This design comes from an exercise in tuning for small area on the open sky130 flow, not from production work.
The RTL was checked by simulation tests, not by an equivalence proof against the original design.
No run shown here takes its clock network from TritonCTS; it comes from the design's own scripts or RTL.
No driver is modelled on the clock port, so clock power and skew are understated where the tree is cut down; a real chip needs a root buffer or a tree.
No activity file was given, so power comes from the tool's default toggle rates.

`design.v`:
```
`timescale 1ns / 1ps
module debounce(
    input  lap,
    input  clk,
    input  ce,
    input  reset,
    output event_o
    );
reg [1:0] run;    
reg       s;
always @(posedge clk or posedge reset)
    if (reset) begin
        run <= 2'd0;
        s   <= 1'b0;
    end else if (ce) begin
        run <= {2{lap}} & {run[1] | run[0], run[1] | ~run[0]};
        s   <= &run;
    end
assign event_o = s & ~(&run);
endmodule
`timescale 1ns / 1ps
`timescale 1ns / 1ps
module decoder_2to4(
    input [1:0] in,
    output [3:0] out
    );
assign out = ~(4'b0001 << in);
endmodule
`timescale 1ns / 1ps
module hex7seg(
    input [3:0] x,
    output [6:0] a_to_g
    );
assign a_to_g[6] = (~x[3] & ~x[2] & ~x[1] & x[0]) | (x[2] & ~x[1] & ~x[0]);
assign a_to_g[5] = x[2] & (x[1] ^ x[0]);
assign a_to_g[4] = ~x[2] & x[1] & ~x[0];
assign a_to_g[3] = (~x[3] & ~x[2] & ~x[1] & x[0]) | (x[2] & ~x[1] & ~x[0]) | (x[2] & x[1] & x[0]);
assign a_to_g[2] = (x[2] & ~x[1]) | x[0];
assign a_to_g[1] = (~x[3] & ~x[2] & x[0]) | (~x[2] & x[1]) | (x[1] & x[0]);
assign a_to_g[0] = (~x[3] & ~x[2] & ~x[1]) | (x[2] & x[1] & x[0]);
endmodule
`timescale 1ns / 1ps
module counter(
        input reset,
        input pause,
        input lap,
        input lap1,
        input lap2,
        input lap3,
        input clk_50M,
        output [6:0] seven_seg,
        output [3:0] an,
        output led0,
        output led1,
        output led2,
        output led3,
        output led4,
        output led5,
        output led6,
        output led7,
        output dp
    );
    reg [5:0] m;         
    reg       started;
    wire [5:0] q = ~m;
    wire       jl = q[1] & q[0];                  
    wire [5:0] q_next = {q[5] ^ (jl & (&q[4:2])),
                         q[4] ^ (jl & q[3] & q[2]),
                         q[3] ^ (jl & q[2]),
                         q[2] ^ jl,
                         q[0],
                         ~q[1]};
    always @(posedge clk_50M or posedge reset)
        if (reset) begin
            m       <= 6'b000000;
            started <= 1'b0;
        end else begin
            m       <= ~q_next;
            started <= 1'b1;
        end
    wire tick = (q == 6'b01_11_01);
    wire [1:0] pos = started ? q[3:2] : 2'b00;
    wire lap_event;
    debounce DB(.lap(lap), .clk(clk_50M), .ce(tick), .reset(reset), .event_o(lap_event));
    wire [1:0] jb = {q[0], ~(q[1] ^ q[0])};
    reg [15:0] t;        
    reg [3:0]  mn;       
    wire [3:0] cen = t[7:4], dec = t[11:8], s0 = t[15:12];
    wire [2:0] s1 = t[2:0];
    wire e0 = tick & ~pause;
    wire e1 = e0 & cen[3] & cen[0];
    wire e2 = e1 & dec[3] & dec[0];
    wire e3 = e2 & s0[3] & s0[0];
    wire e4 = e3 & s1[2] & s1[0];
    always @(posedge clk_50M or posedge reset)
        if (reset) begin
            t  <= 16'd0;
            mn <= 4'd0;
        end else begin
            t  <= {bcd_next(dec, e1), bcd_next(cen, e0),
                   t[3],
                   s1[2] ^ (e3 & s1[0] & (s1[1] | s1[2])),
                   s1[1] ^ (e3 & s1[0] & ~s1[2]),
                   s1[0] ^ e3,
                   bcd_next(s0, e2)};
            mn <= {mn[3] ^ (e4 & (mn[3] | (mn[2] & mn[1] & mn[0]))),
                   mn[2] ^ (e4 & mn[1] & mn[0]),
                   mn[1] ^ (e4 & mn[0]),
                   mn[0] ^ (e4 & ~mn[3])};
        end
    function [3:0] bcd_next(input [3:0] d, input en);
        bcd_next = {d[3] ^ (en & d[0] & (d[3] | (d[2] & d[1]))),
                    d[2] ^ (en & d[1] & d[0]),
                    d[1] ^ (en & d[0] & ~d[3]),
                    d[0] ^ en};
    endfunction
    reg [1:0] lap_count;
    wire take = tick & lap_event;
    always @(posedge clk_50M or posedge reset)
        if (reset)
            lap_count <= 2'd0;
        else if (take && lap_count != 2'd3)
            lap_count <= {lap_count[1] ^ lap_count[0], ~lap_count[0]};
    wire ld1 = lap_event & (lap_count == 2'd0);
    wire ld2 = lap_event & (lap_count == 2'd1);
    wire ld3 = lap_event & (lap_count == 2'd2);
    reg [15:0] r1, r2, r3;
    reg [3:0]  n1, n2, n3;
    always @(posedge clk_50M) begin
        r1 <= {r1[11:0], ld1 ? t[15:12] : r1[15:12]};
        r2 <= {r2[11:0], ld2 ? t[15:12] : r2[15:12]};
        r3 <= {r3[11:0], ld3 ? t[15:12] : r3[15:12]};
        if (ld1) n1 <= mn;
        if (ld2) n2 <= mn;
        if (ld3) n3 <= mn;
    end
    wire v1 = lap1 & (lap_count != 2'd0);
    wire v2 = ~lap1 & lap2 & lap_count[1];
    wire v3 = ~lap1 & ~lap2 & lap3 & (lap_count == 2'd3);
    wire vt = ~lap1 & ~lap2 & ~lap3;
    wire [1:0] slot = pos - 2'd1 + jb;
    wire [15:0] rs = ({16{v1}} & r1) | ({16{v2}} & r2) | ({16{v3}} & r3) | ({16{vt}} & t);
    wire [3:0] digit = rs >> {slot, 2'b00};
    wire [3:0] mins = ({4{v1}} & n1) | ({4{v2}} & n2) | ({4{v3}} & n3) | ({4{vt}} & mn);
    decoder_2to4 D24(.in(pos), .out(an));
    hex7seg H1(.x(digit), .a_to_g(seven_seg));
    assign dp = ~(pos == 2'd2);
    assign led0 = |mins;
    assign led1 = mins[3] | mins[2] | mins[1];
    assign led2 = mins[3] | mins[2] | (mins[1] & mins[0]);
    assign led3 = mins[3] | mins[2];
    assign led4 = mins[3] | (mins[2] & (mins[1] | mins[0]));
    assign led5 = mins[3] | (mins[2] & mins[1]);
    assign led6 = mins[3] | (mins[2] & mins[1] & mins[0]);
    assign led7 = mins[3];
endmodule
```
`flow/run.sh`:
```
#!/bin/bash
# Layout flow: the standard ORFS flow (standard.sh), with
#  - an area-only ABC mapping script for synthesis and no half-adder
#    extraction (registers are untouched by both),
#  - the smallest buffer for the port buffers,
#  - a small two-level clock tree (flow/cts.tcl: ORFS's cts.tcl with
#    clock_tree_synthesis replaced by a root buffer and 5 leaf buffers,
#    each driving one cluster of registers).
# Each tool's output goes to a log file of its own in the work folder.
set -euo pipefail
cd "$(dirname "$0")/.."
WORK=$PWD
S=$WORK/scripts_custom

# ORFS scripts folder identical to the original except for two files
mkdir -p "$S"
for f in "$FLOW_HOME"/scripts/*; do
    ln -sf "$f" "$S/"
done
rm -f "$S/abc_area.script" "$S/cts.tcl"
cp "$WORK/flow/abc_area.script" "$S/abc_area.script"
cp "$WORK/flow/cts.tcl" "$S/cts.tcl"

bash standard.sh synth SCRIPTS_DIR="$S" ABC_AREA=1 ADDER_MAP_FILE= \
    > "$WORK/synth.log" 2>&1
bash standard.sh finish SCRIPTS_DIR="$S" \
    BUFFER_PORTS_ARGS="-buffer_cell sky130_fd_sc_hd__buf_1" \
    MANUAL_CTS_LEAVES=5 \
    MANUAL_CTS_LEAF=sky130_fd_sc_hd__clkbuf_8 \
    MANUAL_CTS_ROOT=sky130_fd_sc_hd__clkbuf_4 \
    > "$WORK/layout.log" 2>&1
```
`flow/abc_area.script`:
```
strash
&get -n
&dch -f
&nf -R 1000
&put
topo
```
`flow/cts.tcl`:
```
utl::set_metrics_stage "cts__{}"
source $::env(SCRIPTS_DIR)/load.tcl
source $::env(SCRIPTS_DIR)/lec_check.tcl
erase_non_stage_variables cts
load_design 3_place.odb 3_place.sdc
source_step_tcl PRE CTS

# Clone clock tree inverters next to register loads
# so cts does not try to buffer the inverted clocks.
repair_clock_inverters

proc save_progress { stage } {
  puts "Run 'make gui_$stage.odb' to load progress snapshot"
  orfs_write_db $::env(RESULTS_DIR)/$stage.odb
  orfs_write_sdc $::env(RESULTS_DIR)/$stage.sdc
}

# Manual clock tree: one root buffer on the clock port driving N leaf
# buffers, each driving one cluster of registers (k-means on location).
proc manual_cts {nleaf leafcell rootcell} {
  set db [ord::get_db]
  set block [ord::get_db_block]
  set clknet [$block findNet clk_50M]
  set sinks {}
  foreach it [$clknet getITerms] {
    lappend sinks $it
  }
  set n [llength $sinks]
  set xs {}; set ys {}
  foreach it $sinks {
    set inst [$it getInst]
    set bb [$inst getBBox]
    lappend xs [expr {([$bb xMin] + [$bb xMax]) / 2.0}]
    lappend ys [expr {([$bb yMin] + [$bb yMax]) / 2.0}]
  }
  # k-means, seeded by sorting on x+y
  set order [lsort -real -indices [lmap x $xs y $ys {expr {$x + 0.7 * $y}}]]
  set cx {}; set cy {}
  for {set k 0} {$k < $nleaf} {incr k} {
    set i [lindex $order [expr {int(($k + 0.5) * $n / $nleaf)}]]
    lappend cx [lindex $xs $i]; lappend cy [lindex $ys $i]
  }
  set cap [expr {int(ceil(double($n) / $nleaf)) + 2}]
  for {set iter 0} {$iter < 30} {incr iter} {
    # balanced assignment: greedy by distance with a cap per cluster
    set pairs {}
    for {set i 0} {$i < $n} {incr i} {
      for {set k 0} {$k < $nleaf} {incr k} {
        set d [expr {abs([lindex $xs $i] - [lindex $cx $k]) + abs([lindex $ys $i] - [lindex $cy $k])}]
        lappend pairs [list $d $i $k]
      }
    }
    set pairs [lsort -real -index 0 $pairs]
    set asg [lrepeat $n -1]
    set cnt [lrepeat $nleaf 0]
    foreach p $pairs {
      lassign $p d i k
      if {[lindex $asg $i] >= 0} continue
      if {[lindex $cnt $k] >= $cap} continue
      lset asg $i $k
      lset cnt $k [expr {[lindex $cnt $k] + 1}]
    }
    set sx [lrepeat $nleaf 0.0]; set sy [lrepeat $nleaf 0.0]
    for {set i 0} {$i < $n} {incr i} {
      set k [lindex $asg $i]
      lset sx $k [expr {[lindex $sx $k] + [lindex $xs $i]}]
      lset sy $k [expr {[lindex $sy $k] + [lindex $ys $i]}]
    }
    for {set k 0} {$k < $nleaf} {incr k} {
      if {[lindex $cnt $k] > 0} {
        lset cx $k [expr {[lindex $sx $k] / [lindex $cnt $k]}]
        lset cy $k [expr {[lindex $sy $k] / [lindex $cnt $k]}]
      }
    }
  }
  puts "manual_cts: $n sinks, cluster sizes $cnt"
  set lmaster [$db findMaster $leafcell]
  set rmaster [$db findMaster $rootcell]
  # root
  set rnet [odb::dbNet_create $block clknet_root]
  $rnet setSigType CLOCK
  set root [odb::dbInst_create $block $rmaster clkbuf_root]
  set ax 0.0; set ay 0.0
  foreach x $cx y $cy { set ax [expr {$ax + $x}]; set ay [expr {$ay + $y}] }
  set ax [expr {int($ax / $nleaf)}]; set ay [expr {int($ay / $nleaf)}]
  $root setLocation $ax $ay
  $root setPlacementStatus PLACED
  [$root findITerm A] connect $clknet
  [$root findITerm X] connect $rnet
  # leaves
  set nets {}
  for {set k 0} {$k < $nleaf} {incr k} {
    set net [odb::dbNet_create $block clknet_leaf_$k]
    $net setSigType CLOCK
    set b [odb::dbInst_create $block $lmaster clkbuf_leaf_$k]
    $b setLocation [expr {int([lindex $cx $k])}] [expr {int([lindex $cy $k])}]
    $b setPlacementStatus PLACED
    [$b findITerm A] connect $rnet
    [$b findITerm X] connect $net
    lappend nets $net
  }
  for {set i 0} {$i < $n} {incr i} {
    set it [lindex $sinks $i]
    $it disconnect
    $it connect [lindex $nets [lindex $asg $i]]
  }
  $clknet setSigType CLOCK
}

# Clock tree: a root buffer on the clock port and a few leaf buffers, each
# driving one cluster of registers (instead of clock_tree_synthesis).
set_dont_use $::env(DONT_USE_CELLS)
log_cmd manual_cts $::env(MANUAL_CTS_LEAVES) $::env(MANUAL_CTS_LEAF) $::env(MANUAL_CTS_ROOT)
set_propagated_clock [all_clocks]


utl::push_metrics_stage "cts__{}__pre_repair_timing"
log_cmd estimate_parasitics -placement
if { $::env(DETAILED_METRICS) } {
  report_metrics 4 "cts pre-repair-timing"
}
utl::pop_metrics_stage

set_placement_padding -global \
  -left $::env(CELL_PAD_IN_SITES_DETAIL_PLACEMENT) \
  -right $::env(CELL_PAD_IN_SITES_DETAIL_PLACEMENT)

set result [catch { detailed_placement } msg]
if { $result != 0 } {
  save_progress 4_1_error
  error "Detailed placement failed in CTS: $msg"
}

log_cmd estimate_parasitics -placement

if { $::env(CTS_SNAPSHOTS) } {
  save_progress 4_1_pre_repair_hold_setup
}

if { !$::env(SKIP_CTS_REPAIR_TIMING) } {
  if { $::env(EQUIVALENCE_CHECK) } {
    write_eqy_verilog 4_before_rsz.v
  }
  if { $::env(LEC_CHECK) } {
    write_lec_verilog 4_before_rsz_lec.v
  }

  repair_timing_helper

  if { $::env(EQUIVALENCE_CHECK) } {
    run_equivalence_test
  }
  if { $::env(LEC_CHECK) } {
    write_lec_verilog 4_after_rsz_lec.v
    run_lec_test 4_rsz 4_before_rsz_lec.v 4_after_rsz_lec.v
  }

  set result [catch { detailed_placement } msg]
  if { $result != 0 } {
    save_progress 4_1_error
    error "Detailed placement failed in CTS: $msg"
  }

  check_placement -verbose
}

report_metrics 4 "cts final"

source_step_tcl POST CTS

orfs_write_db $::env(RESULTS_DIR)/4_1_cts.odb
orfs_write_sdc $::env(RESULTS_DIR)/4_cts.sdc
```
`standard.sh`:
```
#!/bin/bash
# synth_recipe.tcl (not shown) runs the flow's synth.tcl, then flattens the netlist and writes it again
# the make line also repeats each setting of config.mk as NAME=value (left out here)
make -C /OpenROAD-flow-scripts/flow DESIGN_CONFIG=/design/flow/config.mk WORK_HOME=/design/flow/orfs CLKGATE_MAP_FILE= SYNTH_SCRIPT=/design/flow/synth_recipe.tcl "${@:-finish}"
```
`config.mk`:
```
export PLATFORM = sky130hd
export DESIGN_NAME = counter
export DESIGN_NICKNAME = counter
export VERILOG_FILES = /design/flow/design.v
export SDC_FILE = /design/flow/constraint.sdc
export NUM_CORES = 4
export LEC_CHECK = 0
export ABC_AREA = 1
export CAP_MARGIN = 20
export CORE_MARGIN = 2
export CORE_UTILIZATION = 40
export GPL_TIMING_DRIVEN = 0
export SLEW_MARGIN = 20
```
`constraint.sdc`:
```
create_clock -name core_clock -period 10.0 [get_ports {clk_50M}]
set_input_delay 2.0000 -clock core_clock [delete_from_list [all_inputs] [get_ports {clk_50M}]]
set_output_delay 2.0000 -clock core_clock [all_outputs]
set_load 0.01 [all_outputs]
```
==> impl_metrics.json, run 1 <==
{
  "multi_input_area_mm2": 0.00119,
  "hpwl_um": 5040,
  "io_buffer_count": 26,
  "cap_violations": 0,
  "totalWireLength_um": 7270,
  "synth_edf_count": 12,
  "drt-initial-drc-count": 265,
  "postCtsSetupRepairBufs": 0,
  "async_flop_share": 0.348,
  "place.gp.congestion": 0.779,
  "grt_max_degree": 33,
  "slew_headroom": 0.391,
  "start_util": 0.409,
  "grt_antenna_before_repair": 0,
  "synth.top_cell.area_share": 0.287,
  "rows": 33,
  "synth_flop_cell": "dfxtp_1",
  "drt-wirelength-per-cell_um": 15.9,
  "drive_above_1_share": 0.0426,
  "cp_num_buf_inv": 2,
  "setup_slack_ns": 3.38,
  "slowest_delay_ns": 0.74,
  "ys_seq_elements": 92,
  "startpoint_type": "primary input",
  "design_area_mm2": 0.00370,
  "crit_path_frequent_cell": "buf_1",
  "vias_per_cell": 5.31,
  "syn_to_final_growth_pct": 10.8,
  "clk-insertion-delay-late_ns": 0.40,
  "ys_seq_area_frac": 0.634,
  "nNetsFinal": 361,
  "fmax_mhz": 151,
  "cts_hold_buf": 0,
  "first_pass_iters": 6,
  "cp.required_ns": 8.00,
  "worstMarginPinSlew_ns": 0.907,
  "postSynthAreaPerCell_um2": 10.6,
  "final-seq-area_mm2": 0.00212,
  "core_mm2": 0.00818,
  "period_minus_slack_ns": 6.62,
  "cp_cell_sequence": "buf_1 -> o21a_1 -> a222oi_1 -> a32o_1 -> o21ai_0 -> a21o_1 -> a21boi_0 -> nand2b_1 -> buf_1",
  "grt_overflow_total": 0,
  "syn-instance-count": 317,
  "arrival_ns": 4.62,
  "pre_cts_slack_ns": 3.40,
  "synth_fp_nets": 324,
  "ys_types": 31,
  "ios": 27,
  "yosysWarnings": 2,
  "p_total_w": 0.000539,
  "setup_violations": 0,
  "final_hold_viol_count": 0,
  "vias": 2427,
  "r2r_setup_slack_ns": 6.85,
  "fin_setup_tns_ns": 0,
  "nFillCells": 789,
  "ir_drop_mv": 0.0862,
  "yosysTopAreaCell": "dfxtp_1",
  "power.density_mw_per_mm2": 146,
  "utilization": 0.453,
  "clock_skew_ns": 0.0166,
  "crit_type": "in -> out",
  "cts_resized": 0,
  "syn_area_mm2": 0.00334,
  "placed_area_mm2": 0.00363,
  "worstSetupEndpointType": "output pin",
  "slew_viol_final": 0,
  "finalCritPeriodShare": 0.662,
  "antenna_left": 0,
  "chipHeight_um": 95.4,
  "drcViolationCount": 0,
  "grt_pass1_vias": 2304,
  "leakagePower_nw": 1.47,
  "grt_first_pass_wirelength_um": 12200,
  "diodes": 0,
  "grtUsageTotal": 0.170,
  "rsz0062_at_grt": "false",
  "status": "no timing/DRC/antenna violations",
  "worstPathMaxFanout": 20,
  "synth_area_leaders": "dfxtp_1 29%, dfrtp_1 24%, edfxtp_1 11%",
  "die_w_um": 95.4,
  "crit_family": "compound AO/OA/AOI/OAI gates",
  "crit_slowest_cell": "o21a_1",
  "clk_pin_slew_ns": 0.10,
  "hold_class": "reg -> reg",
  "die_area_mm2": 0.00911
}
## worst paths after layout
check | to | cells past startpoint | start
min in group asynchronous | m[1]$_DFF_PP0_ | 2 | reset
setup reg to reg | mn[2]$_DFF_PP0_ | 11 | m[1]$_DFF_PP0_
hold reg to reg | r2[9]$_DFF_P_ | 0 | r2[5]$_DFF_P_
hold / removal | r2[9]$_DFF_P_ | 0 | r2[5]$_DFF_P_
max in group asynchronous | t[13]$_DFF_PP0_ | 2 | reset
setup / recovery | seven_seg[3] | 9 | lap1
## metal layers
layer | up-vias | GRT usage | wire (um)
li1 | 1197 | - | -
met1 | 1162 | 0.248 | 3500
met2 | 60 | 0.283 | 3340
met3 | 8 | 0.0150 | 323
met4 | 0 | 0.0250 | 102
met5 | - | 0 | 0
## layout make-up
type                    instances  area share
plain buffers                   7      0.0226
inverters                      12      0.0125
multi-input cells             212       0.321
flip-flops and latches         92       0.573
well taps                     105      0.0355
repair buffers                 29      0.0355
## metrics by stage
step / hold slack [ns] / std cells
5_1_grt: 0.365 / 457
4_1_cts: 0.355 / 457
3_3_place_gp: 0.331 / 448
6_report: 0.356 / 457
2_1_floorplan: 0.330 / 317
3_5_place_dp: 0.337 / 451
## cells in the mapped netlist, types with 4 or more instances
master    count
nand2_1      79
dfxtp_1      48
dfrtp_1      32
a21oi_1      23
a222oi_1     20
nor2_1       14
clkinv_1     12
edfxtp_1     12
xnor2_1      11
o21ai_0       9
nand2b_1      8
nand3_1       8
a31oi_1       6
and3_1        5
xor2_1        5
nor3_1        4
## layout by cell type, fill, tap and decap left out, types with 2 or more instances in the layout
| cell | count |
|---|---|
| a21o_1 | 2 |
| nor2b_1 | 2 |
| nand3_1 | 8 |
| clkinv_1 | 11 |
| nor2_1 | 13 |
| xnor2_1 | 10 |
| a21oi_1 | 23 |
| a22o_1 | 2 |
| nand2b_1 | 8 |
| and3_1 | 5 |
| dfrtp_1 | 32 |
| clkbuf_8 | 5 |
| nand2_1 | 79 |
| or3_1 | 2 |
| buf_1 | 26 |
| nor4_1 | 2 |
| dfxtp_1 | 48 |
| nor3_1 | 2 |
| o21ai_0 | 9 |
| a222oi_1 | 20 |
| nor3_2 | 2 |
| xor2_1 | 5 |
| edfxtp_1 | 12 |
| buf_4 | 2 |
| a31oi_1 | 6 |
| o21a_1 | 2 |
## sequential cells by signal, indices dropped and copies added (netlist names), 4 cells and up
register and count:
r1 16, r2 16, r3 16, t 16, m 6, mn 4
n1 4, n2 4, n3 4
## worst reg2reg max path, stage by stage (launching register included)
cell and delay [ns]:
dfrtp_1 0.44, clkinv_1 0.10, nor4_1 0.26, nand3_1 0.27, nor2_1 0.21, and2_0 0.33
and3_1 0.34, and3_1 0.30, and3_1 0.31, nand2_1 0.14, nor2_1 0.21, xor2_1 0.16
## power by group
part	total, W	leakage, nW	internal, W	switching (W)
sequential	0.000377	0.893	0.000376	0.00000116
combinational	0.00000887	0.533	0.00000248	0.00000639
clock	0.000153	0.0406	0.0000501	0.000103
total	0.000539	1.47	0.000428	0.000111
## logic make-up after synthesis
group | synth area share
xor gates and xnor gates | 0.0419
DFF | 0.634
other | 0.00112
and+or+nand+nor | 0.163
AOI/OAI and AO/OA | 0.143
buffers and inverters | 0.0157
==> inputs of run 2 (changes only) <==
--- a/config.mk
+++ b/config.mk
@@ -11,3 +11,2 @@
 export CORE_UTILIZATION = 40
-export GPL_TIMING_DRIVEN = 0
 export SLEW_MARGIN = 20
==> run 2 against run 1 <==
  * Hold slack got worse by 0.010 ns
  * Area after synthesis did not move
  * Maximum frequency rose by 1.4%
  * Clock skew rose by 0.0046 ns
  * Highest routed layer unchanged
  * Still clean
  * Clock power barely moved
  * Flip-flop and latch count did not move
==> impl_metrics.json, run 2 <==
{
  "place.gp.congestion": 0.815,
  "syn-instance-count": 317,
  "clk_pin_slew_ns": 0.10,
  "diodes": 0,
  "ios": 27,
  "chipHeight_um": 95.4,
  "arrival_ns": 4.52,
  "synth.top_cell.area_share": 0.287,
  "grt_first_pass_wirelength_um": 11600,
  "crit_slowest_cell": "o21a_1",
  "clk-insertion-delay-late_ns": 0.42,
  "synth.top_cells.by_count": "79 x nand2_1, 48 x dfxtp_1, 32 x dfrtp_1",
  "startpoint_type": "primary input",
  "grt_pass1_vias": 2270,
  "worstHoldStart": "r1[5]$_DFF_P_",
  "period_minus_slack_ns": 6.52,
  "r2r_setup_slack_ns": 6.84,
  "worstSetupEndpointType": "output pin",
  "grt_overflow_total": 0,
  "worstPathMaxFanout": 20,
  "grt_antenna_before_repair": 0,
  "first_pass_iters": 5,
  "leakagePower_nw": 1.46,
  "die_w_um": 95.4,
  "cp.required_ns": 8.00,
  "async_flop_share": 0.348,
  "slew_viol_final": 0,
  "internal_power_w": 0.000428,
  "postCtsSetupRepairBufs": 0,
  "p_switching_w": 0.000111,
  "synth_fa_ha_area_frac": 0,
  "start_util": 0.409,
  "crit_family": "compound AO/OA/AOI/OAI gates",
  "grt_max_degree": 33,
  "drive_above_1_share": 0.0368,
  "synth_fp_nets": 324,
  "final_cell_mix": "79 x nand2_1, 48 x dfxtp_1, 32 x dfrtp_1, 26 x buf_1, 23 x a21oi_1",
  "slowest_delay_ns": 0.68,
  "reg2regPathDepth": 11,
  "synth_top_family_by_area": "simple AND/OR/NAND/NOR gates",
  "io_buffer_count": 26,
  "grtUsageTotal": 0.160,
  "combinationalPowerShare": 0.016,
  "nNetsFinal": 362,
  "cp_num_buf_inv": 3,
  "synth_simple_gate_area_frac": 0.163,
  "synth_mux_area_frac": 0,
  "slew_headroom": 0.471,
  "synth_edf_count": 12,
  "gr-usage-met2": 0.251,
  "finalHoldWorstSlack_ns": 0.346,
  "multi_input_area_mm2": 0.00118,
  "synth_compound_area_frac": 0.143,
  "totalWireLength_um": 7140,
  "cts_resized": 0,
  "cp_cell_sequence": "buf_1 -> o21a_1 -> a222oi_1 -> nand3_1 -> a21oi_1 -> a21oi_1 -> clkinv_1 -> a21o_1 -> a21boi_0 -> nand2b_1 -> buf_1",
  "share_clk_of_total_power": 0.284,
  "cts_hold_buf": 0,
  "yosysTopAreaCell": "dfxtp_1",
  "vias_per_cell": 5.34,
  "ir_drop_mv": 0.100,
  "vias": 2444,
  "drcViolationCount": 0,
  "final-seq-area_mm2": 0.00212,
  "die_area_mm2": 0.00911,
  "fmax_mhz": 153,
  "hold_class": "reg -> reg",
  "met1_usage": 0.238,
  "antenna_left": 0,
  "synth_xor_area_frac": 0.0419,
  "fin_setup_tns_ns": 0,
  "gr-usage-met3": 0.0174,
  "synth_most_common_cell": "nand2_1",
  "finalCritPeriodShare": 0.652,
  "clock_skew_ns": 0.0212,
  "p_sw_frac": 0.205,
  "busiest_layer": "met2",
  "sequentialPowerShare": 0.700,
  "setup_violations": 0,
  "nFillCells": 789,
  "rr_endpoint": "mn[2]$_DFF_PP0_",
  "min_path_cells": 0,
  "min_to": "r1[9]$_DFF_P_",
  "status": "no timing/DRC/antenna violations",
  "drt-initial-drc-count": 203,
  "ys_types": 31,
  "ys_seq_area_frac": 0.634,
  "hpwl_um": 4910,
  "drt-wirelength-per-cell_um": 15.6,
  "rr_startpoint": "m[1]$_DFF_PP0_",
  "cap_violations": 0,
  "rsz0062_at_grt": "false",
  "final_common_cell": "nand2_1",
  "core_mm2": 0.00818,
  "rows": 33,
  "syn_area_mm2": 0.00334,
  "crit_type": "in -> out",
  "synth_area_leaders": "dfxtp_1 29%, dfrtp_1 24%, edfxtp_1 11%",
  "ys_seq_elements": 92,
  "critical_path.startpoint": "lap1",
  "power.density_mw_per_mm2": 146,
  "syn_to_final_growth_pct": 10.3,
  "postSynthAreaPerCell_um2": 10.6,
  "yosysWarnings": 2,
  "final_hold_viol_count": 0,
  "synth_flop_cell": "dfxtp_1",
  "worstMarginPinSlew_ns": 0.787
}
[run 2: changes by cell type in the layout (fill, tap and decap cells not counted), sizes merged]
cell / delta
buf: +1
[run 2: cells by family (layout without fill, tap and decap cells)]
family          Yosys count  after routing
other cells               1              1
simple gates            127            127
buf+inv                  13             49
flops                    92             92
compound gates           68             68
xor+xnor                 16             16
[run 2: through the flow]
step | power [W] | setup WS, ns | utilization | cell area (um^2) | cells
2_1_floorplan | 0.000390 | 3.33 | - | 3340 | 317
3_3_place_gp | 0.000394 | 3.63 | 0.442 | 3610 | 452
3_5_place_dp | 0.000394 | 3.52 | 0.442 | 3610 | 452
4_1_cts | 0.000544 | 3.51 | 0.451 | 3690 | 458
5_1_grt | 0.000559 | 3.23 | 0.451 | 3690 | 458
6_report | 0.000539 | 3.48 | 0.451 | 3690 | 458
[run 2: power by group through the flow]
stage	sequential [W]	combinational (W)	clock, W
after floorplan	0.000385	0.00000502	0
after global placement	0.000385	0.00000887	0
after detailed placement	0.000385	0.00000897	0
after CTS	0.000377	0.00000905	0.000158
after global routing	0.000377	0.0000101	0.000171
final	0.000377	0.00000877	0.000153
[run 2: worst max-delay path by stage]
| stage | to | slack [ns] | depth (start not counted) |
|---|---|---|---|
| 3_5_place_dp | seven_seg[3] | 3.52 | 11 |
| 2_1_floorplan | seven_seg[3] | 3.33 | 7 |
| 5_1_grt | seven_seg[3] | 3.23 | 9 |
| 6_report | seven_seg[3] | 3.48 | 11 |
| 3_3_place_gp | seven_seg[3] | 3.63 | 11 |
| 4_1_cts | seven_seg[3] | 3.51 | 11 |
[run 2: area by class of cell]
| cell class | count | area share |
|---|---|---|
| plain buffers | 6 | 0.0207 |
| inverters | 12 | 0.0122 |
| multi-input cells | 212 | 0.320 |
| flip-flops and latches | 92 | 0.575 |
| well taps | 105 | 0.0356 |
| repair buffers | 31 | 0.0366 |
[run 2: metal layers]
| layer | vias to the layer above | share of wire |
|---|---|---|
| li1 | 1200 | - |
| met1 | 1154 | 0.47 |
| met2 | 77 | 0.44 |
| met3 | 13 | 0.066 |
| met4 | 0 | 0.024 |
| met5 | - | 0 |
==> inputs of run 3 (changes only) <==
--- a/flow/run.sh
+++ b/flow/run.sh
@@ -6,3 +6,3 @@
 #  - a small two-level clock tree (flow/cts.tcl: ORFS's cts.tcl with
-#    clock_tree_synthesis replaced by a root buffer and 5 leaf buffers,
+#    clock_tree_synthesis replaced by a root buffer and 6 leaf buffers,
 #    each driving one cluster of registers).
@@ -27,3 +27,3 @@
     BUFFER_PORTS_ARGS="-buffer_cell sky130_fd_sc_hd__buf_1" \
-    MANUAL_CTS_LEAVES=5 \
+    MANUAL_CTS_LEAVES=6 \
     MANUAL_CTS_LEAF=sky130_fd_sc_hd__clkbuf_8 \
==> run 3 against run 2 <==
  * Still clean on timing, DRC and antenna
  * Flip-flop and latch count is the same
  * Area after synthesis unchanged
  * Maximum frequency down 0.28%
  * Die area unchanged
  * First-iteration DRC count up 25%
  * Clock skew hardly changed
  * Highest routed layer unchanged
==> impl_metrics.json, run 3 <==
{
  "synth.top_cell.area_share": 0.287,
  "worstSetupEndpointType": "output pin",
  "yosysWarnings": 2,
  "antenna_left": 0,
  "drt-wirelength-per-cell_um": 15.4,
  "io_buffer_count": 26,
  "setup_violations": 0,
  "core_mm2": 0.00818,
  "hpwl_um": 4910,
  "drive_above_1_share": 0.0395,
  "arrival_ns": 4.54,
  "ys_seq_elements": 92,
  "worstPathMaxFanout": 20,
  "ir_drop_mv": 0.0607,
  "grtUsageTotal": 0.160,
  "gr-usage-met2": 0.249,
  "rows": 33,
  "grt_max_degree": 33,
  "gr-usage-met3": 0.0166,
  "synth.top_cells.by_count": "79 x nand2_1, 48 x dfxtp_1, 32 x dfrtp_1",
  "finalCritPeriodShare": 0.654,
  "final_common_cell": "nand2_1",
  "met1_usage": 0.241,
  "die_w_um": 95.4,
  "postSynthAreaPerCell_um2": 10.6,
  "grt_antenna_before_repair": 0,
  "clock_skew_ns": 0.0209,
  "postCtsSetupRepairBufs": 0,
  "nNetsFinal": 363,
  "grt_first_pass_wirelength_um": 11500,
  "utilization": 0.453,
  "cp.required_ns": 8.00,
  "slew_headroom": 0.451,
  "chipHeight_um": 95.4,
  "grt_overflow_total": 0,
  "synth_edf_count": 12,
  "syn_area_mm2": 0.00334,
  "synth_most_common_cell": "nand2_1",
  "vias_per_cell": 5.40,
  "startpoint_type": "primary input",
  "first_pass_iters": 6,
  "diodes": 0,
  "busiest_layer": "met2",
  "fin_setup_tns_ns": 0,
  "synth_flop_cell": "dfxtp_1",
  "cts_resized": 0,
  "leakagePower_nw": 1.47,
  "syn_to_final_growth_pct": 10.7,
  "totalWireLength_um": 7050,
  "fmax_mhz": 153,
  "worstMarginPinSlew_ns": 0.824,
  "ys_types": 31,
  "cap_violations": 0,
  "synth_area_leaders": "dfxtp_1 29%, dfrtp_1 24%, edfxtp_1 11%",
  "clk-insertion-delay-late_ns": 0.40,
  "status": "no timing/DRC/antenna violations",
  "clk_pin_slew_ns": 0.09,
  "syn-instance-count": 317,
  "vias": 2479,
  "synth_fp_nets": 324,
  "power.density_mw_per_mm2": 148,
  "cts_hold_buf": 0,
  "start_util": 0.409,
  "place.gp.congestion": 0.815,
  "period_minus_slack_ns": 6.54,
  "async_flop_share": 0.348,
  "die_area_mm2": 0.00911,
  "ys_seq_area_frac": 0.634,
  "grt_pass1_vias": 2270,
  "ios": 27,
  "final_hold_viol_count": 0,
  "yosysTopAreaCell": "dfxtp_1",
  "slew_viol_final": 0,
  "rsz0062_at_grt": "false",
  "final_cell_mix": "79 x nand2_1, 48 x dfxtp_1, 32 x dfrtp_1, 26 x buf_1, 23 x a21oi_1",
  "crit_type": "in -> out",
  "hold_class": "reg -> reg",
  "drcViolationCount": 0,
  "drt-initial-drc-count": 254
}
run 3: final timing paths:
kind | startpoint | to | slack [ns] | depth (start not counted)
hold / removal | r1[8]$_DFF_P_ | r1[12]$_DFF_P_ | 0.35 | 0
max in group asynchronous | reset | m[1]$_DFF_PP0_ | 8.07 | 3
min in group asynchronous | reset | t[13]$_DFF_PP0_ | 1.63 | 3
setup reg to reg | m[1]$_DFF_PP0_ | mn[2]$_DFF_PP0_ | 6.86 | 11
hold reg to reg | r1[8]$_DFF_P_ | r1[12]$_DFF_P_ | 0.35 | 0
setup / recovery | lap1 | seven_seg[3] | 3.46 | 9
run 3: area by class of cell:
class                   instances  area [um^2]
inverters                      12         45.0
multi-input cells             212         1180
repair buffers                 31          135
flip-flops and latches         92         2120
well taps                     105          131
plain buffers                   7         90.1
fillers                       792         4470
run 3: layer usage:
metal | share of wire | up-vias
met4 | 0.020 | 0
met5 | 0 | -
met3 | 0.069 | 12
li1 | - | 1200
met1 | 0.47 | 1173
met2 | 0.44 | 94
run 3: where the power goes:
part / switching, W / total (W) / internal (W)
clock network: 0.000103 / 0.000161 / 0.0000586
registers: 0.00000125 / 0.000377 / 0.000376
logic: 0.00000612 / 0.00000873 / 0.00000261
run 3: critical path: stages:
cell and delay [ns]:
buf_1 0.19, o21a_1 0.70, a222oi_1 0.26, a32o_1 0.28, o21ai_0 0.41, a21o_1 0.21
a21boi_0 0.21, nand2b_1 0.13, buf_1 0.15
run 3: through the flow:
step	hold slack, ns	power (W)	setup WS, ns	area, um^2	std cells
floorplan	0.330	0.000390	3.33	3340	317
global placement	0.332	0.000394	3.63	3610	452
detailed placement	0.340	0.000394	3.52	3610	452
CTS	0.345	0.000553	3.51	3700	459
global route	0.353	0.000571	3.22	3700	459
finish	0.346	0.000547	3.46	3700	459
run 3: cells by family (layout without fill, tap and decap cells):
| group | Yosys count | after routing | synth area share |
|---|---|---|---|
| other | 1 | 1 | 0.00112 |
| AO/OA/AOI/OAI | 68 | 68 | 0.143 |
| AND/OR/NAND/NOR | 127 | 127 | 0.163 |
| flip-flops | 92 | 92 | 0.634 |
| XOR/XNOR | 16 | 16 | 0.0419 |
| buffers and inverters | 13 | 50 | 0.0157 |

==> what the ideal ports hide <==
The results above use ideal ports. As a check the final layouts listed here were re-extracted and re-timed, cells and wires unchanged.
Step 1 assumes that a clkbuf_16 drives the clock port and a buf_2 every other input.
Step 2 adds t to the input delays and takes it off the output delays; t is the mean of the earliest and latest rising clock arrival at the registers after step 1. Input paths then give back, and output paths get back, about the clock's delay inside the block.
Slacks: ideal ports / drivers / drivers and shift; pairs: ideal ports / drivers.
| run | t, ns | slack for setup (ns) | clock arrival spread, ns | worst register clock-pin slew, ns | worst data-port slew with drivers (ns) |
|---|---|---|---|---|---|
| run 1 | 0.423 | 3.383 / 3.352 / 3.352 | 0.017 / 0.017 | 0.12 / 0.12 | 0.03 |
| run 2 | 0.443 | 3.475 / 3.454 / 3.454 | 0.023 / 0.023 | 0.12 / 0.12 | 0.03 |
| run 3 | 0.420 | 3.457 / 3.436 / 3.436 | 0.021 / 0.021 | 0.10 / 0.10 | 0.03 |
After both steps setup and hold are still met in every run listed. The setup slack of run 1, which loses most, moves by -0.031 ns with the drivers and by -0.031 ns with both steps.
